Context: an optimization exercise on an open-source flow, tuned for small area, a short achievable clock period and few clock cycles per item. The choices shown serve that exercise and are no tape-out recipe. Only simulation tests tie the RTL to the original design; equivalence was not proved.

<file path="flow/constraint.sdc">
create_clock -name core_clock -period 4.5 [get_ports {clk}]
set_input_delay 0.9000 -clock core_clock [delete_from_list [all_inputs] [get_ports {clk}]]
set_output_delay 0.9000 -clock core_clock [all_outputs]
set_load 0.01 [all_outputs]
</file>
<file path="flow/standard.sh">
#!/bin/bash
# synth_recipe.tcl (not shown) runs the flow's synth.tcl, then flattens the netlist and writes it again
# the make line also repeats each setting of config.mk as NAME=value (left out here)
make -C /OpenROAD-flow-scripts/flow DESIGN_CONFIG=/design/flow/config.mk WORK_HOME=/design/flow/orfs CLKGATE_MAP_FILE= SYNTH_SCRIPT=/design/flow/synth_recipe.tcl "${@:-finish}"
</file>
<file path="flow/design.v">
module IOTDF (input clk, input rst, input in_en, input [7:0] iot_in, input [2:0] fn_sel,
              output busy, output valid, output [127:0] iot_out);
    function [3:0] s1;
        input [5:0] x;
        case (x)
            6'd0: s1 = 4'd14;
            6'd1: s1 = 4'd0;
            6'd2: s1 = 4'd4;
            6'd3: s1 = 4'd15;
            6'd4: s1 = 4'd13;
            6'd5: s1 = 4'd7;
            6'd6: s1 = 4'd1;
            6'd7: s1 = 4'd4;
            6'd8: s1 = 4'd2;
            6'd9: s1 = 4'd14;
            6'd10: s1 = 4'd15;
            6'd11: s1 = 4'd2;
            6'd12: s1 = 4'd11;
            6'd13: s1 = 4'd13;
            6'd14: s1 = 4'd8;
            6'd15: s1 = 4'd1;
            6'd16: s1 = 4'd3;
            6'd17: s1 = 4'd10;
            6'd18: s1 = 4'd10;
            6'd19: s1 = 4'd6;
            6'd20: s1 = 4'd6;
            6'd21: s1 = 4'd12;
            6'd22: s1 = 4'd12;
            6'd23: s1 = 4'd11;
            6'd24: s1 = 4'd5;
            6'd25: s1 = 4'd9;
            6'd26: s1 = 4'd9;
            6'd27: s1 = 4'd5;
            6'd28: s1 = 4'd0;
            6'd29: s1 = 4'd3;
            6'd30: s1 = 4'd7;
            6'd31: s1 = 4'd8;
            6'd32: s1 = 4'd4;
            6'd33: s1 = 4'd15;
            6'd34: s1 = 4'd1;
            6'd35: s1 = 4'd12;
            6'd36: s1 = 4'd14;
            6'd37: s1 = 4'd8;
            6'd38: s1 = 4'd8;
            6'd39: s1 = 4'd2;
            6'd40: s1 = 4'd13;
            6'd41: s1 = 4'd4;
            6'd42: s1 = 4'd6;
            6'd43: s1 = 4'd9;
            6'd44: s1 = 4'd2;
            6'd45: s1 = 4'd1;
            6'd46: s1 = 4'd11;
            6'd47: s1 = 4'd7;
            6'd48: s1 = 4'd15;
            6'd49: s1 = 4'd5;
            6'd50: s1 = 4'd12;
            6'd51: s1 = 4'd11;
            6'd52: s1 = 4'd9;
            6'd53: s1 = 4'd3;
            6'd54: s1 = 4'd7;
            6'd55: s1 = 4'd14;
            6'd56: s1 = 4'd3;
            6'd57: s1 = 4'd10;
            6'd58: s1 = 4'd10;
            6'd59: s1 = 4'd0;
            6'd60: s1 = 4'd5;
            6'd61: s1 = 4'd6;
            6'd62: s1 = 4'd0;
            6'd63: s1 = 4'd13;
        endcase
    endfunction
    function [3:0] s2;
        input [5:0] x;
        case (x)
            6'd0: s2 = 4'd15;
            6'd1: s2 = 4'd3;
            6'd2: s2 = 4'd1;
            6'd3: s2 = 4'd13;
            6'd4: s2 = 4'd8;
            6'd5: s2 = 4'd4;
            6'd6: s2 = 4'd14;
            6'd7: s2 = 4'd7;
            6'd8: s2 = 4'd6;
            6'd9: s2 = 4'd15;
            6'd10: s2 = 4'd11;
            6'd11: s2 = 4'd2;
            6'd12: s2 = 4'd3;
            6'd13: s2 = 4'd8;
            6'd14: s2 = 4'd4;
            6'd15: s2 = 4'd14;
            6'd16: s2 = 4'd9;
            6'd17: s2 = 4'd12;
            6'd18: s2 = 4'd7;
            6'd19: s2 = 4'd0;
            6'd20: s2 = 4'd2;
            6'd21: s2 = 4'd1;
            6'd22: s2 = 4'd13;
            6'd23: s2 = 4'd10;
            6'd24: s2 = 4'd12;
            6'd25: s2 = 4'd6;
            6'd26: s2 = 4'd0;
            6'd27: s2 = 4'd9;
            6'd28: s2 = 4'd5;
            6'd29: s2 = 4'd11;
            6'd30: s2 = 4'd10;
            6'd31: s2 = 4'd5;
            6'd32: s2 = 4'd0;
            6'd33: s2 = 4'd13;
            6'd34: s2 = 4'd14;
            6'd35: s2 = 4'd8;
            6'd36: s2 = 4'd7;
            6'd37: s2 = 4'd10;
            6'd38: s2 = 4'd11;
            6'd39: s2 = 4'd1;
            6'd40: s2 = 4'd10;
            6'd41: s2 = 4'd3;
            6'd42: s2 = 4'd4;
            6'd43: s2 = 4'd15;
            6'd44: s2 = 4'd13;
            6'd45: s2 = 4'd4;
            6'd46: s2 = 4'd1;
            6'd47: s2 = 4'd2;
            6'd48: s2 = 4'd5;
            6'd49: s2 = 4'd11;
            6'd50: s2 = 4'd8;
            6'd51: s2 = 4'd6;
            6'd52: s2 = 4'd12;
            6'd53: s2 = 4'd7;
            6'd54: s2 = 4'd6;
            6'd55: s2 = 4'd12;
            6'd56: s2 = 4'd9;
            6'd57: s2 = 4'd0;
            6'd58: s2 = 4'd3;
            6'd59: s2 = 4'd5;
            6'd60: s2 = 4'd2;
            6'd61: s2 = 4'd14;
            6'd62: s2 = 4'd15;
            6'd63: s2 = 4'd9;
        endcase
    endfunction
    function [3:0] s3;
        input [5:0] x;
        case (x)
            6'd0: s3 = 4'd10;
            6'd1: s3 = 4'd13;
            6'd2: s3 = 4'd0;
            6'd3: s3 = 4'd7;
            6'd4: s3 = 4'd9;
            6'd5: s3 = 4'd0;
            6'd6: s3 = 4'd14;
            6'd7: s3 = 4'd9;
            6'd8: s3 = 4'd6;
            6'd9: s3 = 4'd3;
            6'd10: s3 = 4'd3;
            6'd11: s3 = 4'd4;
            6'd12: s3 = 4'd15;
            6'd13: s3 = 4'd6;
            6'd14: s3 = 4'd5;
            6'd15: s3 = 4'd10;
            6'd16: s3 = 4'd1;
            6'd17: s3 = 4'd2;
            6'd18: s3 = 4'd13;
            6'd19: s3 = 4'd8;
            6'd20: s3 = 4'd12;
            6'd21: s3 = 4'd5;
            6'd22: s3 = 4'd7;
            6'd23: s3 = 4'd14;
            6'd24: s3 = 4'd11;
            6'd25: s3 = 4'd12;
            6'd26: s3 = 4'd4;
            6'd27: s3 = 4'd11;
            6'd28: s3 = 4'd2;
            6'd29: s3 = 4'd15;
            6'd30: s3 = 4'd8;
            6'd31: s3 = 4'd1;
            6'd32: s3 = 4'd13;
            6'd33: s3 = 4'd1;
            6'd34: s3 = 4'd6;
            6'd35: s3 = 4'd10;
            6'd36: s3 = 4'd4;
            6'd37: s3 = 4'd13;
            6'd38: s3 = 4'd9;
            6'd39: s3 = 4'd0;
            6'd40: s3 = 4'd8;
            6'd41: s3 = 4'd6;
            6'd42: s3 = 4'd15;
            6'd43: s3 = 4'd9;
            6'd44: s3 = 4'd3;
            6'd45: s3 = 4'd8;
            6'd46: s3 = 4'd0;
            6'd47: s3 = 4'd7;
            6'd48: s3 = 4'd11;
            6'd49: s3 = 4'd4;
            6'd50: s3 = 4'd1;
            6'd51: s3 = 4'd15;
            6'd52: s3 = 4'd2;
            6'd53: s3 = 4'd14;
            6'd54: s3 = 4'd12;
            6'd55: s3 = 4'd3;
            6'd56: s3 = 4'd5;
            6'd57: s3 = 4'd11;
            6'd58: s3 = 4'd10;
            6'd59: s3 = 4'd5;
            6'd60: s3 = 4'd14;
            6'd61: s3 = 4'd2;
            6'd62: s3 = 4'd7;
            6'd63: s3 = 4'd12;
        endcase
    endfunction
    function [3:0] s4;
        input [5:0] x;
        case (x)
            6'd0: s4 = 4'd7;
            6'd1: s4 = 4'd13;
            6'd2: s4 = 4'd13;
            6'd3: s4 = 4'd8;
            6'd4: s4 = 4'd14;
            6'd5: s4 = 4'd11;
            6'd6: s4 = 4'd3;
            6'd7: s4 = 4'd5;
            6'd8: s4 = 4'd0;
            6'd9: s4 = 4'd6;
            6'd10: s4 = 4'd6;
            6'd11: s4 = 4'd15;
            6'd12: s4 = 4'd9;
            6'd13: s4 = 4'd0;
            6'd14: s4 = 4'd10;
            6'd15: s4 = 4'd3;
            6'd16: s4 = 4'd1;
            6'd17: s4 = 4'd4;
            6'd18: s4 = 4'd2;
            6'd19: s4 = 4'd7;
            6'd20: s4 = 4'd8;
            6'd21: s4 = 4'd2;
            6'd22: s4 = 4'd5;
            6'd23: s4 = 4'd12;
            6'd24: s4 = 4'd11;
            6'd25: s4 = 4'd1;
            6'd26: s4 = 4'd12;
            6'd27: s4 = 4'd10;
            6'd28: s4 = 4'd4;
            6'd29: s4 = 4'd14;
            6'd30: s4 = 4'd15;
            6'd31: s4 = 4'd9;
            6'd32: s4 = 4'd10;
            6'd33: s4 = 4'd3;
            6'd34: s4 = 4'd6;
            6'd35: s4 = 4'd15;
            6'd36: s4 = 4'd9;
            6'd37: s4 = 4'd0;
            6'd38: s4 = 4'd0;
            6'd39: s4 = 4'd6;
            6'd40: s4 = 4'd12;
            6'd41: s4 = 4'd10;
            6'd42: s4 = 4'd11;
            6'd43: s4 = 4'd1;
            6'd44: s4 = 4'd7;
            6'd45: s4 = 4'd13;
            6'd46: s4 = 4'd13;
            6'd47: s4 = 4'd8;
            6'd48: s4 = 4'd15;
            6'd49: s4 = 4'd9;
            6'd50: s4 = 4'd1;
            6'd51: s4 = 4'd4;
            6'd52: s4 = 4'd3;
            6'd53: s4 = 4'd5;
            6'd54: s4 = 4'd14;
            6'd55: s4 = 4'd11;
            6'd56: s4 = 4'd5;
            6'd57: s4 = 4'd12;
            6'd58: s4 = 4'd2;
            6'd59: s4 = 4'd7;
            6'd60: s4 = 4'd8;
            6'd61: s4 = 4'd2;
            6'd62: s4 = 4'd4;
            6'd63: s4 = 4'd14;
        endcase
    endfunction
    function [3:0] s5;
        input [5:0] x;
        case (x)
            6'd0: s5 = 4'd2;
            6'd1: s5 = 4'd14;
            6'd2: s5 = 4'd12;
            6'd3: s5 = 4'd11;
            6'd4: s5 = 4'd4;
            6'd5: s5 = 4'd2;
            6'd6: s5 = 4'd1;
            6'd7: s5 = 4'd12;
            6'd8: s5 = 4'd7;
            6'd9: s5 = 4'd4;
            6'd10: s5 = 4'd10;
            6'd11: s5 = 4'd7;
            6'd12: s5 = 4'd11;
            6'd13: s5 = 4'd13;
            6'd14: s5 = 4'd6;
            6'd15: s5 = 4'd1;
            6'd16: s5 = 4'd8;
            6'd17: s5 = 4'd5;
            6'd18: s5 = 4'd5;
            6'd19: s5 = 4'd0;
            6'd20: s5 = 4'd3;
            6'd21: s5 = 4'd15;
            6'd22: s5 = 4'd15;
            6'd23: s5 = 4'd10;
            6'd24: s5 = 4'd13;
            6'd25: s5 = 4'd3;
            6'd26: s5 = 4'd0;
            6'd27: s5 = 4'd9;
            6'd28: s5 = 4'd14;
            6'd29: s5 = 4'd8;
            6'd30: s5 = 4'd9;
            6'd31: s5 = 4'd6;
            6'd32: s5 = 4'd4;
            6'd33: s5 = 4'd11;
            6'd34: s5 = 4'd2;
            6'd35: s5 = 4'd8;
            6'd36: s5 = 4'd1;
            6'd37: s5 = 4'd12;
            6'd38: s5 = 4'd11;
            6'd39: s5 = 4'd7;
            6'd40: s5 = 4'd10;
            6'd41: s5 = 4'd1;
            6'd42: s5 = 4'd13;
            6'd43: s5 = 4'd14;
            6'd44: s5 = 4'd7;
            6'd45: s5 = 4'd2;
            6'd46: s5 = 4'd8;
            6'd47: s5 = 4'd13;
            6'd48: s5 = 4'd15;
            6'd49: s5 = 4'd6;
            6'd50: s5 = 4'd9;
            6'd51: s5 = 4'd15;
            6'd52: s5 = 4'd12;
            6'd53: s5 = 4'd0;
            6'd54: s5 = 4'd5;
            6'd55: s5 = 4'd9;
            6'd56: s5 = 4'd6;
            6'd57: s5 = 4'd10;
            6'd58: s5 = 4'd3;
            6'd59: s5 = 4'd4;
            6'd60: s5 = 4'd0;
            6'd61: s5 = 4'd5;
            6'd62: s5 = 4'd14;
            6'd63: s5 = 4'd3;
        endcase
    endfunction
    function [3:0] s6;
        input [5:0] x;
        case (x)
            6'd0: s6 = 4'd12;
            6'd1: s6 = 4'd10;
            6'd2: s6 = 4'd1;
            6'd3: s6 = 4'd15;
            6'd4: s6 = 4'd10;
            6'd5: s6 = 4'd4;
            6'd6: s6 = 4'd15;
            6'd7: s6 = 4'd2;
            6'd8: s6 = 4'd9;
            6'd9: s6 = 4'd7;
            6'd10: s6 = 4'd2;
            6'd11: s6 = 4'd12;
            6'd12: s6 = 4'd6;
            6'd13: s6 = 4'd9;
            6'd14: s6 = 4'd8;
            6'd15: s6 = 4'd5;
            6'd16: s6 = 4'd0;
            6'd17: s6 = 4'd6;
            6'd18: s6 = 4'd13;
            6'd19: s6 = 4'd1;
            6'd20: s6 = 4'd3;
            6'd21: s6 = 4'd13;
            6'd22: s6 = 4'd4;
            6'd23: s6 = 4'd14;
            6'd24: s6 = 4'd14;
            6'd25: s6 = 4'd0;
            6'd26: s6 = 4'd7;
            6'd27: s6 = 4'd11;
            6'd28: s6 = 4'd5;
            6'd29: s6 = 4'd3;
            6'd30: s6 = 4'd11;
            6'd31: s6 = 4'd8;
            6'd32: s6 = 4'd9;
            6'd33: s6 = 4'd4;
            6'd34: s6 = 4'd14;
            6'd35: s6 = 4'd3;
            6'd36: s6 = 4'd15;
            6'd37: s6 = 4'd2;
            6'd38: s6 = 4'd5;
            6'd39: s6 = 4'd12;
            6'd40: s6 = 4'd2;
            6'd41: s6 = 4'd9;
            6'd42: s6 = 4'd8;
            6'd43: s6 = 4'd5;
            6'd44: s6 = 4'd12;
            6'd45: s6 = 4'd15;
            6'd46: s6 = 4'd3;
            6'd47: s6 = 4'd10;
            6'd48: s6 = 4'd7;
            6'd49: s6 = 4'd11;
            6'd50: s6 = 4'd0;
            6'd51: s6 = 4'd14;
            6'd52: s6 = 4'd4;
            6'd53: s6 = 4'd1;
            6'd54: s6 = 4'd10;
            6'd55: s6 = 4'd7;
            6'd56: s6 = 4'd1;
            6'd57: s6 = 4'd6;
            6'd58: s6 = 4'd13;
            6'd59: s6 = 4'd0;
            6'd60: s6 = 4'd11;
            6'd61: s6 = 4'd8;
            6'd62: s6 = 4'd6;
            6'd63: s6 = 4'd13;
        endcase
    endfunction
    function [3:0] s7;
        input [5:0] x;
        case (x)
            6'd0: s7 = 4'd4;
            6'd1: s7 = 4'd13;
            6'd2: s7 = 4'd11;
            6'd3: s7 = 4'd0;
            6'd4: s7 = 4'd2;
            6'd5: s7 = 4'd11;
            6'd6: s7 = 4'd14;
            6'd7: s7 = 4'd7;
            6'd8: s7 = 4'd15;
            6'd9: s7 = 4'd4;
            6'd10: s7 = 4'd0;
            6'd11: s7 = 4'd9;
            6'd12: s7 = 4'd8;
            6'd13: s7 = 4'd1;
            6'd14: s7 = 4'd13;
            6'd15: s7 = 4'd10;
            6'd16: s7 = 4'd3;
            6'd17: s7 = 4'd14;
            6'd18: s7 = 4'd12;
            6'd19: s7 = 4'd3;
            6'd20: s7 = 4'd9;
            6'd21: s7 = 4'd5;
            6'd22: s7 = 4'd7;
            6'd23: s7 = 4'd12;
            6'd24: s7 = 4'd5;
            6'd25: s7 = 4'd2;
            6'd26: s7 = 4'd10;
            6'd27: s7 = 4'd15;
            6'd28: s7 = 4'd6;
            6'd29: s7 = 4'd8;
            6'd30: s7 = 4'd1;
            6'd31: s7 = 4'd6;
            6'd32: s7 = 4'd1;
            6'd33: s7 = 4'd6;
            6'd34: s7 = 4'd4;
            6'd35: s7 = 4'd11;
            6'd36: s7 = 4'd11;
            6'd37: s7 = 4'd13;
            6'd38: s7 = 4'd13;
            6'd39: s7 = 4'd8;
            6'd40: s7 = 4'd12;
            6'd41: s7 = 4'd1;
            6'd42: s7 = 4'd3;
            6'd43: s7 = 4'd4;
            6'd44: s7 = 4'd7;
            6'd45: s7 = 4'd10;
            6'd46: s7 = 4'd14;
            6'd47: s7 = 4'd7;
            6'd48: s7 = 4'd10;
            6'd49: s7 = 4'd9;
            6'd50: s7 = 4'd15;
            6'd51: s7 = 4'd5;
            6'd52: s7 = 4'd6;
            6'd53: s7 = 4'd0;
            6'd54: s7 = 4'd8;
            6'd55: s7 = 4'd15;
            6'd56: s7 = 4'd0;
            6'd57: s7 = 4'd14;
            6'd58: s7 = 4'd5;
            6'd59: s7 = 4'd2;
            6'd60: s7 = 4'd9;
            6'd61: s7 = 4'd3;
            6'd62: s7 = 4'd2;
            6'd63: s7 = 4'd12;
        endcase
    endfunction
    function [3:0] s8;
        input [5:0] x;
        case (x)
            6'd0: s8 = 4'd13;
            6'd1: s8 = 4'd1;
            6'd2: s8 = 4'd2;
            6'd3: s8 = 4'd15;
            6'd4: s8 = 4'd8;
            6'd5: s8 = 4'd13;
            6'd6: s8 = 4'd4;
            6'd7: s8 = 4'd8;
            6'd8: s8 = 4'd6;
            6'd9: s8 = 4'd10;
            6'd10: s8 = 4'd15;
            6'd11: s8 = 4'd3;
            6'd12: s8 = 4'd11;
            6'd13: s8 = 4'd7;
            6'd14: s8 = 4'd1;
            6'd15: s8 = 4'd4;
            6'd16: s8 = 4'd10;
            6'd17: s8 = 4'd12;
            6'd18: s8 = 4'd9;
            6'd19: s8 = 4'd5;
            6'd20: s8 = 4'd3;
            6'd21: s8 = 4'd6;
            6'd22: s8 = 4'd14;
            6'd23: s8 = 4'd11;
            6'd24: s8 = 4'd5;
            6'd25: s8 = 4'd0;
            6'd26: s8 = 4'd0;
            6'd27: s8 = 4'd14;
            6'd28: s8 = 4'd12;
            6'd29: s8 = 4'd9;
            6'd30: s8 = 4'd7;
            6'd31: s8 = 4'd2;
            6'd32: s8 = 4'd7;
            6'd33: s8 = 4'd2;
            6'd34: s8 = 4'd11;
            6'd35: s8 = 4'd1;
            6'd36: s8 = 4'd4;
            6'd37: s8 = 4'd14;
            6'd38: s8 = 4'd1;
            6'd39: s8 = 4'd7;
            6'd40: s8 = 4'd9;
            6'd41: s8 = 4'd4;
            6'd42: s8 = 4'd12;
            6'd43: s8 = 4'd10;
            6'd44: s8 = 4'd14;
            6'd45: s8 = 4'd8;
            6'd46: s8 = 4'd2;
            6'd47: s8 = 4'd13;
            6'd48: s8 = 4'd0;
            6'd49: s8 = 4'd15;
            6'd50: s8 = 4'd6;
            6'd51: s8 = 4'd12;
            6'd52: s8 = 4'd10;
            6'd53: s8 = 4'd9;
            6'd54: s8 = 4'd13;
            6'd55: s8 = 4'd0;
            6'd56: s8 = 4'd15;
            6'd57: s8 = 4'd3;
            6'd58: s8 = 4'd3;
            6'd59: s8 = 4'd5;
            6'd60: s8 = 4'd5;
            6'd61: s8 = 4'd6;
            6'd62: s8 = 4'd8;
            6'd63: s8 = 4'd11;
        endcase
    endfunction
    function [55:0] pc1;
        input [63:0] k;
        pc1 = {k[7], k[15], k[23], k[31], k[39], k[47], k[55], k[63], k[6], k[14], k[22], k[30], k[38], k[46], k[54], k[62], k[5], k[13], k[21], k[29], k[37], k[45], k[53], k[61], k[4], k[12], k[20], k[28], k[1], k[9], k[17], k[25], k[33], k[41], k[49], k[57], k[2], k[10], k[18], k[26], k[34], k[42], k[50], k[58], k[3], k[11], k[19], k[27], k[35], k[43], k[51], k[59], k[36], k[44], k[52], k[60]};
    endfunction
    function [63:0] ipc1;
        input [55:0] cd;
        input [7:0] p;
        ipc1 = {cd[48], cd[40], cd[32], cd[0], cd[4], cd[12], cd[20], p[7], cd[49], cd[41], cd[33], cd[1], cd[5], cd[13], cd[21], p[6], cd[50], cd[42], cd[34], cd[2], cd[6], cd[14], cd[22], p[5], cd[51], cd[43], cd[35], cd[3], cd[7], cd[15], cd[23], p[4], cd[52], cd[44], cd[36], cd[28], cd[8], cd[16], cd[24], p[3], cd[53], cd[45], cd[37], cd[29], cd[9], cd[17], cd[25], p[2], cd[54], cd[46], cd[38], cd[30], cd[10], cd[18], cd[26], p[1], cd[55], cd[47], cd[39], cd[31], cd[11], cd[19], cd[27], p[0]};
    endfunction
    function [47:0] pc2;
        input [55:0] x;
        pc2 = {x[42], x[39], x[45], x[32], x[55], x[51], x[53], x[28], x[41], x[50], x[35], x[46], x[33], x[37], x[44], x[52], x[30], x[48], x[40], x[49], x[29], x[36], x[43], x[54], x[15], x[4], x[25], x[19], x[9], x[1], x[26], x[16], x[5], x[11], x[23], x[8], x[12], x[7], x[17], x[0], x[22], x[3], x[10], x[14], x[6], x[20], x[27], x[24]};
    endfunction
    function [63:0] ip;
        input [63:0] p;
        ip = {p[6], p[14], p[22], p[30], p[38], p[46], p[54], p[62], p[4], p[12], p[20], p[28], p[36], p[44], p[52], p[60], p[2], p[10], p[18], p[26], p[34], p[42], p[50], p[58], p[0], p[8], p[16], p[24], p[32], p[40], p[48], p[56], p[7], p[15], p[23], p[31], p[39], p[47], p[55], p[63], p[5], p[13], p[21], p[29], p[37], p[45], p[53], p[61], p[3], p[11], p[19], p[27], p[35], p[43], p[51], p[59], p[1], p[9], p[17], p[25], p[33], p[41], p[49], p[57]};
    endfunction
    function [63:0] fp;
        input [63:0] x;
        fp = {x[24], x[56], x[16], x[48], x[8], x[40], x[0], x[32], x[25], x[57], x[17], x[49], x[9], x[41], x[1], x[33], x[26], x[58], x[18], x[50], x[10], x[42], x[2], x[34], x[27], x[59], x[19], x[51], x[11], x[43], x[3], x[35], x[28], x[60], x[20], x[52], x[12], x[44], x[4], x[36], x[29], x[61], x[21], x[53], x[13], x[45], x[5], x[37], x[30], x[62], x[22], x[54], x[14], x[46], x[6], x[38], x[31], x[63], x[23], x[55], x[15], x[47], x[7], x[39]};
    endfunction
    function [47:0] e;
        input [31:0] x;
        e = {x[0], x[31], x[30], x[29], x[28], x[27], x[28], x[27], x[26], x[25], x[24], x[23], x[24], x[23], x[22], x[21], x[20], x[19], x[20], x[19], x[18], x[17], x[16], x[15], x[16], x[15], x[14], x[13], x[12], x[11], x[12], x[11], x[10], x[9], x[8], x[7], x[8], x[7], x[6], x[5], x[4], x[3], x[4], x[3], x[2], x[1], x[0], x[31]};
    endfunction
    function [31:0] pp;
        input [31:0] x;
        pp = {x[16], x[25], x[12], x[11], x[3], x[20], x[4], x[15], x[31], x[17], x[9], x[6], x[27], x[14], x[1], x[22], x[30], x[24], x[8], x[18], x[0], x[5], x[29], x[23], x[13], x[19], x[2], x[26], x[10], x[21], x[28], x[7]};
    endfunction
    function [2:0] crc8;
        input [2:0] r;
        input [7:0] d;
        integer i;
        reg [2:0] c;
        reg fb;
        begin
            c = r;
            for (i = 7; i >= 0; i = i - 1) begin
                fb = c[2] ^ d[i];
                c = {c[1], c[0] ^ fb, fb};
            end
            crc8 = c;
        end
    endfunction
    function [7:0] g2b;
        input c;
        input [7:0] g;
        integer i;
        reg b;
        begin
            b = c;
            for (i = 7; i >= 0; i = i - 1) begin
                b = b ^ g[i];
                g2b[i] = b;
            end
        end
    endfunction
    reg         busy_r, valid_r;
    reg [3:0]   cnt;         
    reg         m_des, m_enc;    
    reg         plsb;        
    reg [127:0] O;           
    reg         act;         
    reg [3:0]   rc;          
    reg [31:0]  Lr, Rr;
    reg [27:0]  Cr, Dr;
    reg [7:0]   P;           
    assign busy = busy_r;
    assign valid = valid_r;
    assign iot_out = O;
    wire [127:0] blk   = {O[119:0], iot_in};       
    wire         first = (cnt == 4'd0);
    wire         last  = in_en & (cnt == 4'd15);
    wire         load  = last & m_des;
    wire         copy  = act & (rc == 4'd0);
    wire [55:0]  cd0 = pc1(blk[127:64]);
    wire [47:0]  K   = pc2({Cr, Dr});
    wire [47:0]  sx  = e(Rr) ^ K;
    wire [31:0]  so  = {s1(sx[47:42]), s2(sx[41:36]), s3(sx[35:30]), s4(sx[29:24]),
                        s5(sx[23:18]), s6(sx[17:12]), s7(sx[11:6]), s8(sx[5:0])};
    wire [31:0]  Rn  = Lr ^ pp(so);
    wire [63:0]  des_out = fp({Rn, Rr});
    wire [55:0]  cd_key  = m_enc ? {Cr, Dr} : {Cr[0], Cr[27:1], Dr[0], Dr[27:1]};
    wire [63:0]  key_out = ipc1(cd_key, P);
    wire         amt1 = (rc == 4'd1) | (rc == 4'd8) | (rc == 4'd15);
    wire         f_crc = (fn_sel == 3'd3);
    wire         f_b2g = (fn_sel == 3'd4);
    wire         f_g2b = (fn_sel == 3'd5);
    wire         c_in = ~first & (f_g2b ? O[0] : plsb);
    wire [2:0]   crc_in = first ? 3'd0 : O[2:0];
    reg  [7:0]   byte_in;
    always @(*) begin
        if (f_crc)      byte_in = {5'd0, crc8(crc_in, iot_in)};
        else if (f_b2g) byte_in = iot_in ^ {c_in, iot_in[7:1]};
        else if (f_g2b) byte_in = g2b(c_in, iot_in);
        else            byte_in = iot_in;
    end
    wire busy_n = ~(in_en & (cnt == 4'd14)) &
                  (load | (act & ~((rc == 4'd0) | (rc == 4'd15))));
    wire valid_n = (last & ~m_des) | copy;
    always @(posedge clk or posedge rst) begin
        if (rst) begin
            busy_r <= 1'b0; valid_r <= 1'b0;
            cnt <= 4'd0;
            act <= 1'b0;
        end else begin
            busy_r <= busy_n; valid_r <= valid_n;
            if (in_en) cnt <= cnt + 4'd1;
            if (load) act <= 1'b1;
            else if (copy) act <= 1'b0;
        end
    end
    always @(posedge clk) begin
        plsb <= iot_in[0];
        m_des <= (fn_sel == 3'd1) | (fn_sel == 3'd2);
        m_enc <= (fn_sel == 3'd1);
        rc <= load ? 4'd1 : rc + 4'd1;
        if (copy) O <= {key_out, des_out};
        else O <= {O[119:8], O[7:3], O[2:0] & {3{~f_crc}}, byte_in};
        if (load) begin
            {Lr, Rr} <= ip(blk[63:0]);
            {Cr, Dr} <= m_enc ? {cd0[54:28], cd0[55], cd0[26:0], cd0[27]} : cd0;
            P <= {blk[120], blk[112], blk[104], blk[96], blk[88], blk[80], blk[72], blk[64]};
        end else begin
            Lr <= Rr;
            Rr <= Rn;
            if (m_enc) begin
                if (amt1) {Cr, Dr} <= {Cr[26:0], Cr[27], Dr[26:0], Dr[27]};
                else      {Cr, Dr} <= {Cr[25:0], Cr[27:26], Dr[25:0], Dr[27:26]};
            end else begin
                if (amt1) {Cr, Dr} <= {Cr[0], Cr[27:1], Dr[0], Dr[27:1]};
                else      {Cr, Dr} <= {Cr[1:0], Cr[27:2], Dr[1:0], Dr[27:2]};
            end
        end
    end
endmodule
</file>
<file path="flow/flow/run.sh">
#!/bin/bash
# Standard ORFS layout (the standard.sh, standard synthesis), with the
# port buffers made of sky130_fd_sc_hd__buf_1 instead of the resizer's default pick.
set -uo pipefail
export BUFFER_PORTS_ARGS="-buffer_cell sky130_fd_sc_hd__buf_1"
bash standard.sh > standard_flow.log 2>&1
</file>
<file path="flow/config.mk">
export PLATFORM = sky130hd
export DESIGN_NAME = IOTDF
export DESIGN_NICKNAME = IOTDF
export VERILOG_FILES = /design/flow/design.v
export SDC_FILE = /design/flow/constraint.sdc
export NUM_CORES = 4
export LEC_CHECK = 0
export ABC_AREA = 1
export ABC_CLOCK_PERIOD_IN_PS = 2300
export CAP_MARGIN = 20
export CORE_MARGIN = 2
export CORE_UTILIZATION = 30
export CTS_BUF_LIST = sky130_fd_sc_hd__clkbuf_8
export CTS_CLUSTER_DIAMETER = 60
export CTS_CLUSTER_SIZE = 14
export SETUP_SLACK_MARGIN = 2.2
export SLEW_MARGIN = 20
</file>
==> results_dict.tcl, run 1 <==
set metrics [dict create \
    worstRegToRegCells 12 \
    grt_pass1_vias 15500 \
    critPathBufInv 2 \
    drt-pass1-iter-count 6 \
    hold_buffers 0 \
    worst_slew_pin_slew_ns 0.952 \
    ios 144 \
    drive_above_1_share_pct 12.5 \
    hold_path_class "in2async" \
    hpwl_um 42200 \
    pre_cts_ws_ns 1.67 \
    async_flop_share_pct 2.59 \
    cp_slowest_cell "dfxtp_4" \
    syn-cell-area_um2 16600 \
    synth_fp_nets 2575 \
    synthCells 2499 \
    port_buffers 143 \
    drt_iter0_markers 1821 \
    instances_no_fill 3394 \
    routed_via_density 5.14 \
    synth-main-ff-cell "dfxtp_1" \
    cts_max_level 1 \
    cts.path.max_buffers 3 \
    path_depth 12 \
    dp.cells 3275 \
    synth_top_area_cell "dfxtp_1" \
    synth.avg_cell_area_um2 6.65 \
    ys_ff_latch 270 \
    ys_types 48 \
    ys_warn_count 1 \
    vias 17500 \
    finalWorstSetupSlack_ns 2.25 \
    timing.critical_path.mode_cell "nand2_1" \
    synthTopCellsByArea "dfxtp_1 (31%), nand2_1 (17%), nand3_1 (10%)" \
    finalSetupTns_ns 0 \
    die_h_um 239 \
    grt_pass1_wl_um 89500 \
    wl_um 58600 \
    clk_latency_ns 0.63 \
    layout.nets 2704 \
    slew_headroom_pct 36.0 \
    overflow 0 \
    ys_seq_area_share_pct 33.2 \
    cts_buffers 28 \
    wire_per_inst_um 17.3 \
    core_um2 55000 \
    end_kind "flip-flop" \
    crit_type "reg2reg" \
    cpPeakStageDelay_ns 0.39 \
    cp_max_fo 4 \
    fin_skew_ns 0.0569 \
    clk_pin_slew_ns 0.09 \
    layout_min_cycle_time_ns 2.25 \
    dieArea_um2 57300 \
    clock_sink_count 270 \
    cp.required_ns 5.02 \
    start_util_pct 30.2 \
    grt_max_degree 142 \
    fin_util_pct 35.8 \
    synthToLayoutAreaGrowth_pct 18.3 \
    period_share_pct 50.0 \
    antenna_left 0 \
    path_cells "xnor2_4, inv_2, ha_4, inv_1, nand2_1, nand2_1, o211ai_1, o21ai_1, o21ai_2, xor2_1, nand2_1, o21ai_1" \
    rows 86 \
    synth_top_area_share_pct 30.7 \
    cts_tree "built" \
    arrival_ns 2.77 \
    post-route-drc-count 0 \
    synth_edf_count 8 \
    finalMaxSlewViolations 0 \
    antenna_found_initial 2 \
    max-cap-violations 0 \
    root_buffer "clkbuf_8" \
    start_kind "flip-flop" \
    rsz0062_at_grt "yes" \
    setup_viol 0 \
    grt_use_total_pct 19.6 \
    status "timing/DRC/antenna clean" \
    die_x_um 239 \
    fmax_mhz 444 \
    cp_top_family "compound AO/OA/AOI/OAI gates" \
    hold_viol 0 \
    gp_congestion 0.950 \
]
## per-stage QoR
step | area [um2] | hold WS [ns]
floorplan | 16600 | 0.413
global placement | 17600 | 0.424
detailed placement | 17700 | 0.431
CTS | 18900 | 0.158
global route | 19700 | 0.180
finish | 19700 | 0.194
## registers in the layout (all words and copies together) (netlist names)
signal and cells:
Cr 28, Dr 28, Lr 32, O 128, P 8, Rr 32, act 1, busy_r 1
cnt 4, m_des 1, m_enc 1, plsb 1, rc 4, valid_r 1
## path summary, 6_finish.rpt
kind / start / to / slack [ns]
max: Cr[7] / O[10] / 2.25
min: rst / valid_r / 0.19
max reg2reg: Cr[7] / O[10] / 2.25
min reg2reg: O[44] / O[52] / 0.45
max in group asynchronous: rst / act / 4.08
min in group core_clock: O[44] / O[52] / 0.45
## cells in the final DEF (no fill, tap or decap), types with 8 or more instances in the layout
cell and instances:
nor2_1 164, a21oi_1 39, inv_1 164, ha_1 50
inv_2 27, o21ai_0 204, o221ai_1 8, o21ai_1 49
clkinvlp_4 9, clkbuf_8 31, xnor2_4 16, o31ai_1 55
nand3_1 330, dfxtp_2 13, xor2_1 13, o22ai_1 10
nand2_2 27, nand2_1 719, ha_4 9, edfxtp_1 8
dfxtp_1 215, buf_1 141, o211ai_1 81, dfxtp_4 27
xnor2_2 11, buf_4 76, xnor2_1 19, o21ai_2 10
## layer usage
layer | GRT usage [%] | up-vias | wire length, um
met3 | 2.29 | 106 | 3990
met2 | 30.7 | 657 | 26000
met1 | 28.1 | 8144 | 26800
met4 | 5.80 | 0 | 1780
met5 | 0 | - | 0
li1 | - | 8554 | -
## worst register-to-register path, cell delays in order, from the launching register on
cell and delay (ns):
dfxtp_4 0.39, xnor2_4 0.25, inv_2 0.10, ha_4 0.29, inv_1 0.06, nand2_1 0.10
nand2_1 0.08, o211ai_1 0.22, o21ai_1 0.12, o21ai_2 0.17, xor2_1 0.20, nand2_1 0.07
o21ai_1 0.09
## Yosys cell counts, types with 2 or more instances
master / count
nand2_1: 742
nand3_1: 335
dfxtp_1: 255
o21ai_0: 230
inv_1: 182
nor2_1: 171
o211ai_1: 81
clkbuf_1: 73
ha_1: 62
o31ai_1: 55
a21oi_1: 40
xnor2_1: 32
o21ai_1: 30
buf_2: 28
xor2_1: 20
inv_2: 19
buf_1: 15
xnor2_2: 14
nand2_2: 10
o22ai_1: 10
buf_4: 9
edfxtp_1: 8
o221ai_1: 8
a31oi_1: 7
dfrtp_1: 7
buf_6: 6
or2_1: 6
a21o_1: 5
o2111ai_1: 4
xor2_2: 4
nand3b_1: 3
nand4_1: 3
nor2_2: 3
nor3_1: 3
o21ai_2: 3
or2_2: 3
nand3_2: 2
## cells by family (layout without fill, tap and decap cells)
logic type / after synthesis / in the layout / synth area share (%)
adders and majority gates: 62 / 62 / 4.67
and+or+nand+nor: 1283 / 1284 / 32.1
xor gates and xnor gates: 71 / 71 / 4.67
buffers and inverters: 333 / 477 / 8.22
AOI/OAI and AO/OA: 480 / 480 / 17.2
other: 0 / 2 / 0
DFF: 270 / 270 / 33.2
## layout make-up
| type | count | area (um2) |
|---|---|---|
| multi-input combinational | 1897 | 10400 |
| sequential | 270 | 5640 |
| inverter | 202 | 817 |
| tap | 748 | 936 |
| clock buffer | 31 | 427 |
| timing repair inverter | 1 | 7.51 |
| timing repair buffer | 228 | 1240 |
| antenna | 2 | 5.00 |
| clock inverter | 15 | 158 |
| fill | 5896 | 35300 |
## what timing repair did
| action | in CTS | in global routing |
|---|---|---|
| resized for setup | 91 | 148 |
| cloned | 1 | 1 |
| setup endpoints to repair | 128 | 135 |
| pin swaps | 16 | 42 |
| setup buffers | 25 | 44 |
Testbench counts, summed over its fixed seeds: cycles 8,100, items 480.
==> run 2: changes to the inputs <==
--- a/flow/config.mk
+++ b/flow/config.mk
@@ -17 +17,2 @@
 export SLEW_MARGIN = 20
+export TNS_END_PERCENT = 0
==> results_dict.tcl, run 2 <==
set metrics [dict create \
    wl_um 57300 \
    antenna_found_initial 2 \
    cts_buffers 28 \
    reg_top3 "O (128), Lr (32), Rr (32)" \
    vias 17100 \
    synth_common_cells "nand2_1 (742), nand3_1 (335), dfxtp_1 (255), o21ai_0 (230), inv_1 (182)" \
    die_h_um 239 \
    reg2reg_slack_ns 2.07 \
    layout_common_cells "nand2_1 (736), nand3_1 (334), o21ai_0 (229)" \
    synthSimpleGateAreaFrac_pct 32.1 \
    ys_seq_area_share_pct 33.2 \
    cts_tree "built" \
    worst_slew_pin_slew_ns 0.976 \
    grt_use_total_pct 19.4 \
    muxShareOfSynthArea_pct 0 \
    end_kind "flip-flop" \
    synthToLayoutAreaGrowth_pct 13.8 \
    clk_latency_ns 0.63 \
    post-route-drc-count 0 \
    rsz0062_at_grt "yes" \
    ys_ff_latch 270 \
    synthTopCellsByArea "dfxtp_1 (31%), nand2_1 (17%), nand3_1 (10%)" \
    synth.avg_cell_area_um2 6.65 \
    layout.nets 2662 \
    syn-cell-area_um2 16600 \
    routed_via_density 5.11 \
    root_buffer "clkbuf_8" \
    synth-main-ff-cell "dfxtp_1" \
    worstRegToRegCells 8 \
    status "timing/DRC/antenna clean" \
    synth_top_family_by_area "simple AND/OR/NAND/NOR gates" \
    rr_endpoint "O[28]" \
    gp_congestion 0.950 \
    port_buffers 143 \
    clk_pin_slew_ns 0.09 \
    hpwl_um 42200 \
    fmax_mhz 411 \
    grt_pass1_wl_um 88500 \
    arrival_ns 2.95 \
    hold_path_class "in2async" \
    antenna_left 0 \
    dieArea_um2 57300 \
    synthAdderAreaFrac_pct 4.67 \
    wire_per_inst_um 17.1 \
    finalMaxSlewViolations 0 \
    cts.path.max_buffers 3 \
    cp.required_ns 5.02 \
    synth_xor_area_share_pct 4.67 \
    core_um2 55000 \
    ios 144 \
    hold_viol 0 \
    drive_above_1_share_pct 8.19 \
    layout_min_cycle_time_ns 2.43 \
    synth_edf_count 8 \
    synth_fp_nets 2575 \
    overflow 0 \
    cts_max_level 1 \
    largest_register "O" \
    final_common_cell "nand2_1" \
    setup_viol 0 \
    fin_skew_ns 0.0593 \
    cp_max_fo 8 \
    period_share_pct 54.0 \
    die_x_um 239 \
    rows 86 \
    grt_max_degree 142 \
    crit_type "reg2reg" \
    synth_top_area_cell "dfxtp_1" \
    clock_sink_count 270 \
    drt_iter0_markers 1716 \
    yosysMostFrequentCell "nand2_1" \
    synth_compound_gate_area_share_pct 17.2 \
    max-cap-violations 0 \
    ys_types 48 \
    finalSetupTns_ns 0 \
    whs_ns 0.194 \
    async_flop_share_pct 2.59 \
    r2r_start "Dr[7]" \
    synthCells 2499 \
    ys_warn_count 1 \
    start_util_pct 30.2 \
    slew_headroom_pct 34.9 \
    grt_pass1_vias 15300 \
    largest_register_ff_count 128 \
    synth_top_area_share_pct 30.7 \
    drt-pass1-iter-count 8 \
    start_kind "flip-flop" \
]
run 2: worst max path at each step:
stage,from,to,slack (ns)
finish,Dr[7],O[28],2.07
global route,Cr[27],Rr[9],1.93
CTS,Rr[28],Rr[1],2.07
detailed placement,Rr[11],O[0],1.67
global placement,in_en,Rr[7],1.66
floorplan,Rr[11],O[0],2.22
run 2: per-stage QoR:
stage / util, % / area [um2] / setup WS (ns) / std cells
global route: 34.4 / 18900 / 1.93 / 3351
finish: 34.4 / 18900 / 2.07 / 3352
detailed placement: 32.1 / 17700 / 1.67 / 3275
global placement: 32.1 / 17600 / 1.66 / 3275
CTS: 33.8 / 18600 / 2.07 / 3329
floorplan: - / 16600 / 2.22 / 2499
run 2: what timing repair did:
| item | 4_1_cts | 5_1_grt |
|---|---|---|
| gates resized for setup | 57 | 34 |
| endpoints found under the setup margin | 128 | 168 |
| pin swaps | 9 | 12 |
| gates cloned | 1 | 0 |
| hold buffers | 0 | 0 |
| buffers inserted | 7 | 21 |
run 2: area by class of cell:
type,instances,area [um2]
antenna,2,5.00
clock buffer,31,427
clock inverter,15,158
fill,5958,36100
inverter,202,787
multi-input combinational,1896,10100
sequential,270,5580
tap,748,936
timing repair buffer,187,903
timing repair inverter,1,5.00
run 2: cell families (layout without fill, tap and decap cells):
family                   after synthesis  in the layout
buffers and inverters                333            436
AND/OR/NAND/NOR                     1283           1283
other                                  0              2
XOR/XNOR                              71             71
adder cells (fa/ha/maj)               62             62
AO/OA/AOI/OAI                        480            480
flip-flops                           270            270
run 2: worst max-delay path, stage by stage, from the launching register on:
cell	delay (ns)
dfxtp_1	0.39
xnor2_1	0.78
inv_1	0.33
o211ai_1	0.19
nand3_1	0.09
nand2_1	0.17
xor2_1	0.20
nand2_1	0.06
o21ai_0	0.10
run 2: per-layer routing:
layer / global-route usage, % / wire length (um)
met5: 0 / 0
met4: 5.27 / 1590
met2: 30.3 / 25300
met1: 28.0 / 26600
met3: 2.36 / 3790
==> run 3: changes to the inputs <==
--- a/flow/config.mk
+++ b/flow/config.mk
@@ -15,4 +15,4 @@
 export CTS_CLUSTER_SIZE = 14
+export PLACE_DENSITY = 0.75
 export SETUP_SLACK_MARGIN = 2.2
 export SLEW_MARGIN = 20
-export TNS_END_PERCENT = 0
==> results_dict.tcl, run 3 <==
set metrics [dict create \
    synthTopCellsByArea "dfxtp_1 (31%), nand2_1 (17%), nand3_1 (10%)" \
    instances_no_fill 3375 \
    synthSimpleGateAreaFrac_pct 32.1 \
    period_share_pct 50.2 \
    synth_fp_nets 2575 \
    fmax_mhz 443 \
    die_x_um 239 \
    arrival_ns 1.36 \
    grt_use_total_pct 18.8 \
    grt_use_met1_pct 26.5 \
    wire_per_inst_um 16.9 \
    cts_max_level 1 \
    hold_path_class "in2async" \
    crit_type "reg2out" \
    grt_pass1_vias 15200 \
    clk_latency_ns 0.63 \
    synthAdderAreaFrac_pct 4.67 \
    die_h_um 239 \
    grt_max_degree 164 \
    layout_min_cycle_time_ns 2.26 \
    final_area_um2 19500 \
    syn-cell-area_um2 16600 \
    ys_types 48 \
    grt_pass1_wl_um 86200 \
    critPathBufInv 1 \
    finalSetupTns_ns 0 \
    cts_buffers 29 \
    start_util_pct 30.2 \
    clk_pin_slew_ns 0.09 \
    layout.nets 2687 \
    dp.cells 3271 \
    fin_skew_ns 0.0369 \
    cts.path.max_buffers 3 \
    rows 86 \
    rr_endpoint "Rr[14]" \
    path_cells "buf_1" \
    dieArea_um2 57300 \
    core_um2 55000 \
    rsz0062_at_grt "yes" \
    synth_xor_area_share_pct 4.67 \
    grt.met3_usage_pct 3.58 \
    grt_most_used_layer "met2" \
    routed_via_density 5.22 \
    placed_area_um2 17600 \
    end_kind "output pin" \
    ys_seq_area_share_pct 33.2 \
    cpPeakStageDelay_ns 0.44 \
    drt_iter0_markers 2029 \
    async_flop_share_pct 2.59 \
    largest_register "O" \
    synth.avg_cell_area_um2 6.65 \
    port_buffers 143 \
    setup_viol 0 \
    synthCells 2499 \
    antenna_left 0 \
    vias 17600 \
    muxShareOfSynthArea_pct 0 \
    worstRegToRegCells 12 \
    worst_slew_pin_slew_ns 1.02 \
    hpwl_um 41500 \
    cp_max_fo 3 \
    slew_headroom_pct 31.9 \
    ys_ff_latch 270 \
    synth-main-ff-cell "dfxtp_1" \
    wl_um 56900 \
    reg_top3 "O (128), Lr (32), Rr (32)" \
    cp_top_family "flip-flops" \
    synth_edf_count 8 \
    synth_top_area_cell "dfxtp_1" \
    final_common_cell "nand2_1" \
    gp_congestion 0.960 \
    status "timing/DRC/antenna clean" \
    start_kind "flip-flop" \
    synth_top_area_share_pct 30.7 \
    drive_above_1_share_pct 11.0 \
    hold_viol 0 \
    r2r_start "Cr[18]" \
    synth_top_family_by_area "simple AND/OR/NAND/NOR gates" \
    ys_warn_count 1 \
    reg2reg_slack_ns 2.25 \
    hold_buffers 0 \
    grt_util_met2_pct 28.7 \
    cp_slowest_cell "dfxtp_1" \
    clock_sink_count 270 \
    finalMaxSlewViolations 0 \
    yosysMostFrequentCell "nand2_1" \
    post-route-drc-count 0 \
    largest_register_ff_count 128 \
    synth_common_cells "nand2_1 (742), nand3_1 (335), dfxtp_1 (255), o21ai_0 (230), inv_1 (182)" \
    max-cap-violations 0 \
    cp.required_ns 3.60 \
    fin_util_pct 35.4 \
    synth_compound_gate_area_share_pct 17.2 \
    overflow 0 \
    layout_common_cells "nand2_1 (721), nand3_1 (333), dfxtp_1 (217)" \
    antenna_found_initial 2 \
    root_buffer "clkbuf_8" \
    synthToLayoutAreaGrowth_pct 17.2 \
    drt-pass1-iter-count 6 \
    ios 144 \
    cts_tree "built" \
]
-- run 3: cell counts after synthesis --
No cell type changed its count.
-- run 3: area by class of cell --
| cell class | instances | area (um2) |
|---|---|---|
| repair inverters | 2 | 12.5 |
| clock buffers | 29 | 399 |
| well taps | 748 | 936 |
| flip-flops and latches | 270 | 5640 |
| repair buffers | 210 | 1090 |
| fillers | 5791 | 35500 |
| clock inverters | 17 | 214 |
| inverters | 202 | 823 |
| multi-input cells | 1896 | 10400 |
| diodes | 1 | 2.50 |
-- run 3: stage by stage --
stage	setup WS [ns]	hold WS, ns
final	2.24	0.180
after global routing	2.15	0.197
after CTS	2.20	0.161
after detailed placement	1.58	0.432
after global placement	1.59	0.428
after floorplan	2.22	0.413
-- run 3: kinds of logic (layout without fill, tap and decap cells) --
kind of cell             Yosys count  after routing
XOR/XNOR                          71             71
adder cells (fa/ha/maj)           62             62
buffers and inverters            333            460
other                              0              1
AO/OA/AOI/OAI                    480            480
AND/OR/NAND/NOR                 1283           1283
flip-flops                       270            270
-- run 3: metal layers --
metal,wire (um),up-vias
met5,14,-
met4,1790,2
met3,5280,116
met2,25000,843
met1,24800,8124
li1,-,8543
-- run 3: repair_timing --
| item | CTS | global route |
|---|---|---|
| endpoints found under the hold margin | 0 | 0 |
| setup buffers | 19 | 36 |
| pin swaps | 15 | 27 |
| endpoints found under the setup margin | 152 | 104 |
| resized for setup | 93 | 113 |
| gates cloned | 1 | 1 |
-- run 3: worst max-delay path by stage --
stage,startpoint,depth (start not counted),endpoint,slack [ns]
2_1_floorplan,Rr[11],14,O[0],2.22
3_3_place_gp,in_en,7,Rr[7],1.59
3_5_place_dp,in_en,7,Rr[7],1.58
4_1_cts,Dr[22],13,Rr[25],2.20
5_1_grt,Cr[26],14,O[8],2.15
6_report,O[55],1,iot_out[55],2.24
==> run 4: changes to the inputs <==
--- a/flow/config.mk
+++ b/flow/config.mk
@@ -16,3 +16,3 @@
 export PLACE_DENSITY = 0.75
-export SETUP_SLACK_MARGIN = 2.2
+export SETUP_SLACK_MARGIN = 2.4
 export SLEW_MARGIN = 20
==> results_dict.tcl, run 4 <==
set metrics [dict create \
    status "timing/DRC/antenna clean" \
    clk_latency_ns 0.63 \
    layout.nets 2778 \
    ys_seq_area_share_pct 33.2 \
    pre_cts_ws_ns 1.79 \
    die_x_um 239 \
    largest_register "O" \
    hold_buffers 0 \
    hold_path_class "in2async" \
    reg_top3 "O (128), Lr (32), Rr (32)" \
    synth_top_area_share_pct 30.7 \
    crit_type "reg2reg" \
    finalSetupTns_ns 0 \
    clock_sink_count 270 \
    critPathBufInv 2 \
    rsz0062_at_grt "yes" \
    synth_fp_nets 2575 \
    fin_skew_ns 0.0302 \
    drt_iter0_markers 2102 \
    hpwl_um 40300 \
    cts.path.max_buffers 3 \
    dieArea_um2 57300 \
    drive_above_1_share_pct 25.7 \
    arrival_ns 2.70 \
    cts_max_level 1 \
    hold_viol 0 \
    root_buffer "clkbuf_8" \
    routed_via_density 5.34 \
    overflow 0 \
    port_buffers 143 \
    drt-pass1-iter-count 7 \
    synthTopCellsByArea "dfxtp_1 (31%), nand2_1 (17%), nand3_1 (10%)" \
    max-cap-violations 0 \
    start_kind "flip-flop" \
    ys_ff_latch 270 \
    largest_register_ff_count 128 \
    grt_use_total_pct 19.1 \
    fin_util_pct 38.9 \
    cp_top_family "compound AO/OA/AOI/OAI gates" \
    wire_per_inst_um 17.7 \
    worst_slew_pin_slew_ns 0.741 \
    slew_headroom_pct 50.2 \
    ios 144 \
    cpPeakStageDelay_ns 0.40 \
    grt_pass1_wl_um 87500 \
    synthCells 2499 \
    period_share_pct 47.7 \
    dp.cells 3269 \
    yosysMostFrequentCell "nand2_1" \
    core_um2 55000 \
    wl_um 61200 \
    synth-main-ff-cell "dfxtp_1" \
    cp.required_ns 5.06 \
    grt_pass1_vias 15700 \
    antenna_found_initial 0 \
    synthToLayoutAreaGrowth_pct 28.7 \
    antenna_left 0 \
    fmax_mhz 466 \
    path_cells "xnor2_4, inv_2, ha_4, inv_4, nand2_4, nand2_4, nand2_2, nand2_2, o211ai_1, a21o_1, nand3_1, nand2_1" \
    async_flop_share_pct 2.59 \
    start_util_pct 30.2 \
    end_kind "flip-flop" \
    layout_common_cells "nand2_1 (667), nand3_1 (321), o21ai_0 (178)" \
    syn-cell-area_um2 16600 \
    final_common_cell "nand2_1" \
    cp_slowest_cell "dfxtp_4" \
    synth_common_cells "nand2_1 (742), nand3_1 (335), dfxtp_1 (255), o21ai_0 (230), inv_1 (182)" \
    cts_tree "built" \
    synth_top_area_cell "dfxtp_1" \
    clk_pin_slew_ns 0.09 \
    grt_max_degree 102 \
    synth.avg_cell_area_um2 6.65 \
    synth_edf_count 8 \
    instances_no_fill 3467 \
    cp_max_fo 4 \
    post-route-drc-count 0 \
    n_antenna_cell 0 \
    layout_min_cycle_time_ns 2.15 \
    vias 18500 \
    rows 86 \
    ys_types 48 \
    die_h_um 239 \
    gp_congestion 0.940 \
    cts_buffers 29 \
    finalMaxSlewViolations 0 \
    ys_warn_count 1 \
    setup_viol 0 \
    finalWorstSetupSlack_ns 2.35 \
]
==> run 4: path summary, 6_finish.rpt <==
path / startpoint / to / slack, ns / depth (start not counted)
worst min-delay path: rst / cnt[2] / 0.22 / 2
worst min register to register: P[1] / O[72] / 0.44 / 2
max in group asynchronous: rst / cnt[3] / 4.04 / 2
worst max-delay path: Dr[22] / O[54] / 2.35 / 12
min in group core_clock: P[1] / O[72] / 0.44 / 2
worst max register to register: Dr[22] / O[54] / 2.35 / 12
==> run 4: per-stage QoR <==
stage / hold WS, ns / area (um2)
finish: 0.218 / 21400
global route: 0.256 / 21400
CTS: 0.238 / 19700
detailed placement: 0.429 / 17700
global placement: 0.426 / 17700
floorplan: 0.413 / 16700
==> run 4: final cells by class <==
| class | instances | area, um2 |
|---|---|---|
| inverter | 202 | 862 |
| fill | 5528 | 33600 |
| timing repair buffer | 299 | 2070 |
| sequential | 270 | 5800 |
| multi-input combinational | 1898 | 11200 |
| tap | 748 | 936 |
| clock buffer | 29 | 399 |
| clock inverter | 19 | 161 |
| timing repair inverter | 2 | 12.5 |
==> run 4: cells by family (layout without fill, tap and decap cells) <==
group,Yosys count,in the layout,synth area share (%)
AND/OR/NAND/NOR,1283,1285,32.1
AO/OA/AOI/OAI,480,480,17.2
buffers and inverters,333,551,8.22
flip-flops,270,270,33.2
XOR/XNOR,71,71,4.67
adder cells (fa/ha/maj),62,62,4.67
==> run 4: routing by layer <==
layer	vias to the layer above	GRT usage [%]	part of all wire, %
met5	-	0	0
met4	0	6.91	4.7
met3	226	4.23	11
met2	1077	29.9	44
met1	8482	25.8	41
li1	8730	-	-
==> run 4: repair_timing <==
action,in CTS,in global routing
resized for setup,313,350
hold endpoints to repair,0,0
buffers inserted,65,79
pin swaps,38,128
endpoints found under the setup margin,292,188
gates cloned,2,4
==> run 5: changes to the inputs <==
--- a/flow/config.mk
+++ b/flow/config.mk
@@ -16,3 +16,3 @@
 export PLACE_DENSITY = 0.75
-export SETUP_SLACK_MARGIN = 2.4
+export SETUP_SLACK_MARGIN = 2.3
 export SLEW_MARGIN = 20
==> results_dict.tcl, run 5 <==
set metrics [dict create \
    grt_pass1_vias 15300 \
    finalWorstSetupSlack_ns 2.32 \
    ys_types 48 \
    dieArea_um2 57300 \
    hpwl_um 41500 \
    grt_max_degree 117 \
    start_util_pct 30.2 \
    fin_skew_ns 0.0308 \
    synth_top_area_share_pct 30.7 \
    antenna_found_initial 2 \
    cts_max_level 1 \
    fillers 5755 \
    cts_buffers 27 \
    layout.nets 2706 \
    final_common_cell "nand2_1" \
    routed_via_density 5.20 \
    instances_no_fill 3397 \
    path_cells "buf_1" \
    status "timing/DRC/antenna clean" \
    syn-cell-area_um2 16600 \
    die_h_um 239 \
    ys_warn_count 1 \
    vias 17700 \
    ys_ff_latch 270 \
    overflow 0 \
    hold_buffers 0 \
    slew_headroom_pct 39.3 \
    cp_max_fo 2 \
    clk_pin_slew_ns 0.10 \
    pre_cts_ws_ns 1.70 \
    dp.cells 3271 \
    drt-pass1-iter-count 7 \
    cp_slowest_cell "dfxtp_1" \
    clk_latency_ns 0.63 \
    critPathBufInv 1 \
    drt_iter0_markers 2242 \
    synth-main-ff-cell "dfxtp_1" \
    synth_common_cells "nand2_1 (742), nand3_1 (335), dfxtp_1 (255), o21ai_0 (230), inv_1 (182)" \
    synth_top_area_cell "dfxtp_1" \
    reg_top3 "O (128), Lr (32), Rr (32)" \
    largest_register "O" \
    start_kind "flip-flop" \
    gp_congestion 0.981 \
    max-cap-violations 0 \
    cp.required_ns 3.60 \
    rsz0062_at_grt "yes" \
    ios 144 \
    drive_above_1_share_pct 14.8 \
    layout_min_cycle_time_ns 2.18 \
    worst_slew_pin_slew_ns 0.905 \
    layout_common_cells "nand2_1 (701), nand3_1 (333), o21ai_0 (206)" \
    largest_register_ff_count 128 \
    die_x_um 239 \
    grt_use_total_pct 19.0 \
    cpPeakStageDelay_ns 0.49 \
    yosysMostFrequentCell "nand2_1" \
    end_kind "output pin" \
    synthTopCellsByArea "dfxtp_1 (31%), nand2_1 (17%), nand3_1 (10%)" \
    period_share_pct 48.5 \
    antenna_left 0 \
    cts.path.max_buffers 3 \
    synthToLayoutAreaGrowth_pct 19.9 \
    crit_type "reg2out" \
    rows 86 \
    wl_um 57700 \
    finalSetupTns_ns 0 \
    async_flop_share_pct 2.59 \
    finalMaxSlewViolations 0 \
    clock_sink_count 270 \
    fmax_mhz 458 \
    post-route-drc-count 0 \
    fin_util_pct 36.3 \
    cp_top_family "flip-flops" \
    synthCells 2499 \
    hold_path_class "in2async" \
    grt_pass1_wl_um 86700 \
    port_buffers 143 \
    synth_edf_count 8 \
    wire_per_inst_um 17.0 \
    setup_viol 0 \
    cts_tree "built" \
    synth_fp_nets 2575 \
    hold_viol 0 \
    ys_seq_area_share_pct 33.2 \
    synth.avg_cell_area_um2 6.65 \
    root_buffer "clkbuf_8" \
    core_um2 55000 \
    arrival_ns 1.28 \
]
==> run 5: cell counts after synthesis <==
No cell type changed its count.
==> run 5: repair_timing <==
action	CTS	global route
pin swaps	20	54
setup buffers	27	48
cloned	0	3
endpoints found under the hold margin	0	0
gates resized for setup	141	189
endpoints found under the setup margin	200	153
==> run 5: through the flow <==
stage	hold slack (ns)	cell area, um2
3_3_place_gp	0.423	17600
2_1_floorplan	0.413	16700
6_report	0.161	19900
5_1_grt	0.209	19900
3_5_place_dp	0.429	17600
4_1_cts	0.158	19000
==> run 5: layout make-up <==
cell class | instances | area (um2) | area share [%]
repair buffers | 231 | 1330 | 6.67
flip-flops and latches | 270 | 5670 | 28.4
clock inverters | 15 | 125 | 0.628
inverters | 202 | 828 | 4.16
multi-input cells | 1898 | 10600 | 53.3
diodes | 2 | 5.00 | 0.0251
well taps | 748 | 936 | 4.69
clock buffers | 31 | 427 | 2.14
==> run 5: cells by family (layout without fill, tap and decap cells) <==
kind of cell | after synthesis | in the layout | share of synthesized area (%)
adder cells (fa/ha/maj) | 62 | 62 | 4.67
other | 0 | 2 | 0
buffers and inverters | 333 | 479 | 8.22
AO/OA/AOI/OAI | 480 | 480 | 17.2
XOR/XNOR | 71 | 71 | 4.67
AND/OR/NAND/NOR | 1283 | 1285 | 32.1
flip-flops | 270 | 270 | 33.2
==> run 5: path summary, 6_finish.rpt <==
check / startpoint / endpoint / slack, ns / cells after the start
max in group asynchronous: rst / act / 4.13 / 2
setup reg to reg: Dr[22] / Rr[25] / 2.34 / 13
setup / recovery: O[63] / iot_out[63] / 2.32 / 1
hold / removal: rst / valid_r / 0.16 / 2
min in group core_clock: P[6] / O[112] / 0.45 / 2
hold reg to reg: P[6] / O[112] / 0.45 / 2
==> run 5: routing by layer <==
layer	wire length (um)	track usage, %	up-vias
met1	24500	26.3	8054
met3	5640	3.73	145
met4	2130	6.48	0
met5	0	0	-
li1	-	-	8581
met2	25400	29.3	893
==> run 6: changes to the inputs <==
--- a/flow/config.mk
+++ b/flow/config.mk
@@ -16,3 +16,3 @@
 export PLACE_DENSITY = 0.75
-export SETUP_SLACK_MARGIN = 2.3
+export SETUP_SLACK_MARGIN = 2.25
 export SLEW_MARGIN = 20
==> results_dict.tcl, run 6 <==
set metrics [dict create \
    period_share_pct 49.3 \
    fin_skew_ns 0.0483 \
    finalWorstSetupSlack_ns 2.28 \
    gp_congestion 0.967 \
    r2r_start "Cr[18]" \
    instances_no_fill 3397 \
    wire_per_inst_um 17.0 \
    die_h_um 239 \
    grt_use_total_pct 19.1 \
    die_x_um 239 \
    hold_buffers 0 \
    setup_viol 0 \
    start_kind "flip-flop" \
    cp_max_fo 4 \
    ys_warn_count 1 \
    cts_buffers 26 \
    cp.required_ns 5.03 \
    root_buffer "clkbuf_8" \
    ys_seq_area_share_pct 33.2 \
    synth_edf_count 8 \
    overflow 0 \
    drt-pass1-iter-count 6 \
    worstRegToRegCells 12 \
    yosysMostFrequentCell "nand2_1" \
    ys_types 48 \
    largest_register_ff_count 128 \
    whs_ns 0.170 \
    async_flop_share_pct 2.59 \
    rsz0062_at_grt "yes" \
    arrival_ns 2.74 \
    port_buffers 143 \
    hpwl_um 41600 \
    grt_pass1_vias 15300 \
    clk_pin_slew_ns 0.10 \
    reg_top3 "O (128), Lr (32), Rr (32)" \
    vias 17700 \
    fmax_mhz 451 \
    grt_pass1_wl_um 87400 \
    path_cells "xnor2_4, inv_4, ha_4, inv_1, nand2_1, nand2_1, o211ai_1, o21ai_1, o21ai_2, xor2_2, nand2_1, o21ai_2" \
    finalMaxSlewViolations 0 \
    post-route-drc-count 0 \
    worst_slew_pin_slew_ns 0.859 \
    rows 86 \
    layout.nets 2707 \
    end_kind "flip-flop" \
    start_util_pct 30.2 \
    synth_top_area_share_pct 30.7 \
    dp.cells 3272 \
    hold_path_class "in2async" \
    final_common_cell "nand2_1" \
    synth_top_area_cell "dfxtp_1" \
    synthToLayoutAreaGrowth_pct 19.3 \
    synthTopCellsByArea "dfxtp_1 (31%), nand2_1 (17%), nand3_1 (10%)" \
    slew_headroom_pct 42.3 \
    layout_common_cells "nand2_1 (716), nand3_1 (333), dfxtp_1 (210)" \
    timing.critical_path.mode_cell "nand2_1" \
    antenna_found_initial 1 \
    wl_um 57800 \
    routed_via_density 5.21 \
    drive_above_1_share_pct 13.3 \
    largest_register "O" \
    pre_cts_ws_ns 1.63 \
    cts_max_level 1 \
    hold_viol 0 \
    cts.path.max_buffers 3 \
    cp_slowest_cell "dfxtp_4" \
    layout_min_cycle_time_ns 2.22 \
    crit_type "reg2reg" \
    synth_common_cells "nand2_1 (742), nand3_1 (335), dfxtp_1 (255), o21ai_0 (230), inv_1 (182)" \
    finalSetupTns_ns 0 \
    clk_latency_ns 0.62 \
    reg2reg_slack_ns 2.28 \
    rr_endpoint "O[10]" \
    grt_max_degree 162 \
    antenna_left 0 \
    dieArea_um2 57300 \
    clock_sink_count 270 \
    ios 144 \
    synth-main-ff-cell "dfxtp_1" \
    syn-cell-area_um2 16600 \
    cts_tree "built" \
    drt_iter0_markers 2147 \
    ys_ff_latch 270 \
    max-cap-violations 0 \
    synthCells 2499 \
    synth.avg_cell_area_um2 6.65 \
    status "timing/DRC/antenna clean" \
    cpPeakStageDelay_ns 0.38 \
    core_um2 55000 \
    synth_fp_nets 2575 \
]
==> run 6: changes by cell type in the layout (fill, tap and decap cells not counted), moves of 4 or more <==
cell	change
nand2_1	+15
buf_2	-8
bufinv_16	+4
clkbuf_2	-8
xor2_2	+4
buf_1	+16
dfxtp_2	-10
inv_6	-7
xor2_1	-4
dfxtp_1	+11
nand2_2	-11
==> run 6: metrics by stage <==
step	instance area [um2]	util [%]
finish	19800	36.1
global route	19800	36.1
CTS	18900	34.4
detailed placement	17600	32.1
global placement	17600	32.1
floorplan	16600	-
==> run 6: kinds of logic (layout without fill, tap and decap cells) <==
kind of cell	Yosys count	in the layout	share of synthesized area, %
other	0	1	0
and+or+nand+nor	1283	1285	32.1
adders and majority gates	62	62	4.67
xor gates and xnor gates	71	71	4.67
buffers and inverters	333	480	8.22
AOI/OAI and AO/OA	480	480	17.2
DFF	270	270	33.2
==> run 6: worst max-delay path: cells and delay by family (launching register included) <==
family                   cells  cell delay (ns)
XOR/XNOR                     2             0.47
AND/OR/NAND/NOR              3             0.25
adder cells (fa/ha/maj)      1             0.30
AO/OA/AOI/OAI                4             0.58
buffers and inverters        2             0.14
flip-flops                   1             0.38
==> run 6: worst max path at each step <==
stage | startpoint | end | depth (start not counted)
6_report | Cr[18] | O[10] | 12
3_3_place_gp | in_en | Lr[10] | 6
4_1_cts | Rr[23] | O[10] | 12
3_5_place_dp | in_en | Rr[27] | 6
2_1_floorplan | Rr[15] | O[26] | 13
5_1_grt | Dr[23] | Rr[21] | 12
==> run 6: cell type report <==
cell class	count	area, um2
repair buffers	232	1290
flip-flops and latches	270	5650
diodes	1	2.50
well taps	748	936
multi-input cells	1898	10500
repair inverters	1	5.00
clock buffers	29	399
inverters	202	827
fillers	5756	35100
clock inverters	16	208
==> run 6: routing by layer <==
metal | wire length (um) | up-vias | global-route usage, % | share of wire [%]
met5 | 14 | - | 0 | 0.024
met4 | 1780 | 2 | 5.38 | 3.1
met3 | 5630 | 121 | 4.19 | 9.8
met2 | 25500 | 846 | 29.7 | 44
met1 | 24800 | 8149 | 26.4 | 43
li1 | - | 8573 | - | -
==> run 6: repair_timing <==
item | CTS | global route
buffers inserted | 28 | 48
cloned | 2 | 1
resized for setup | 104 | 168
pin swaps | 18 | 42
setup endpoints to repair | 175 | 105

what the ideal ports hide:
How much do the figures lean on ideal ports? The routed layouts below were timed once more, with nothing changed but the port constraints.
Step 1: set_driving_cell puts a clkbuf_16 on clk and a buf_2 on each other input, an assumption about the parent block.
Step 2 times the ports against the registers' clock, not the clock port: input delays grow and output delays shrink by t, the midpoint of the rising clock arrivals with the driver on.
a / b / c = ideal / step 1 / step 2; a / b = the first two.
run | shift t [ns] | slack for setup (ns) | hold slack, ns | pins driven straight from the clock port
run 1 | 0.659 | 2.250 / 2.200 / 1.750 | 0.194 / 0.160 / 0.450 | 1
run 2 | 0.661 | 2.068 / 2.068 / 1.838 | 0.194 / 0.159 / 0.451 | 1
run 3 | 0.661 | 2.243 / 2.192 / 1.792 | 0.180 / 0.152 / 0.453 | 1
run 4 | 0.667 | 2.353 / 2.353 / 1.795 | 0.218 / 0.187 / 0.445 | 1
run 5 | 0.670 | 2.315 / 2.265 / 1.789 | 0.161 / 0.134 / 0.451 | 1
run 6 | 0.647 | 2.283 / 2.246 / 1.868 | 0.170 / 0.143 / 0.454 | 1
After both steps every run listed still meets setup and hold. The setup slack of run 4, which loses most, moves by 0.000 ns with the drivers and by -0.558 ns with both steps.
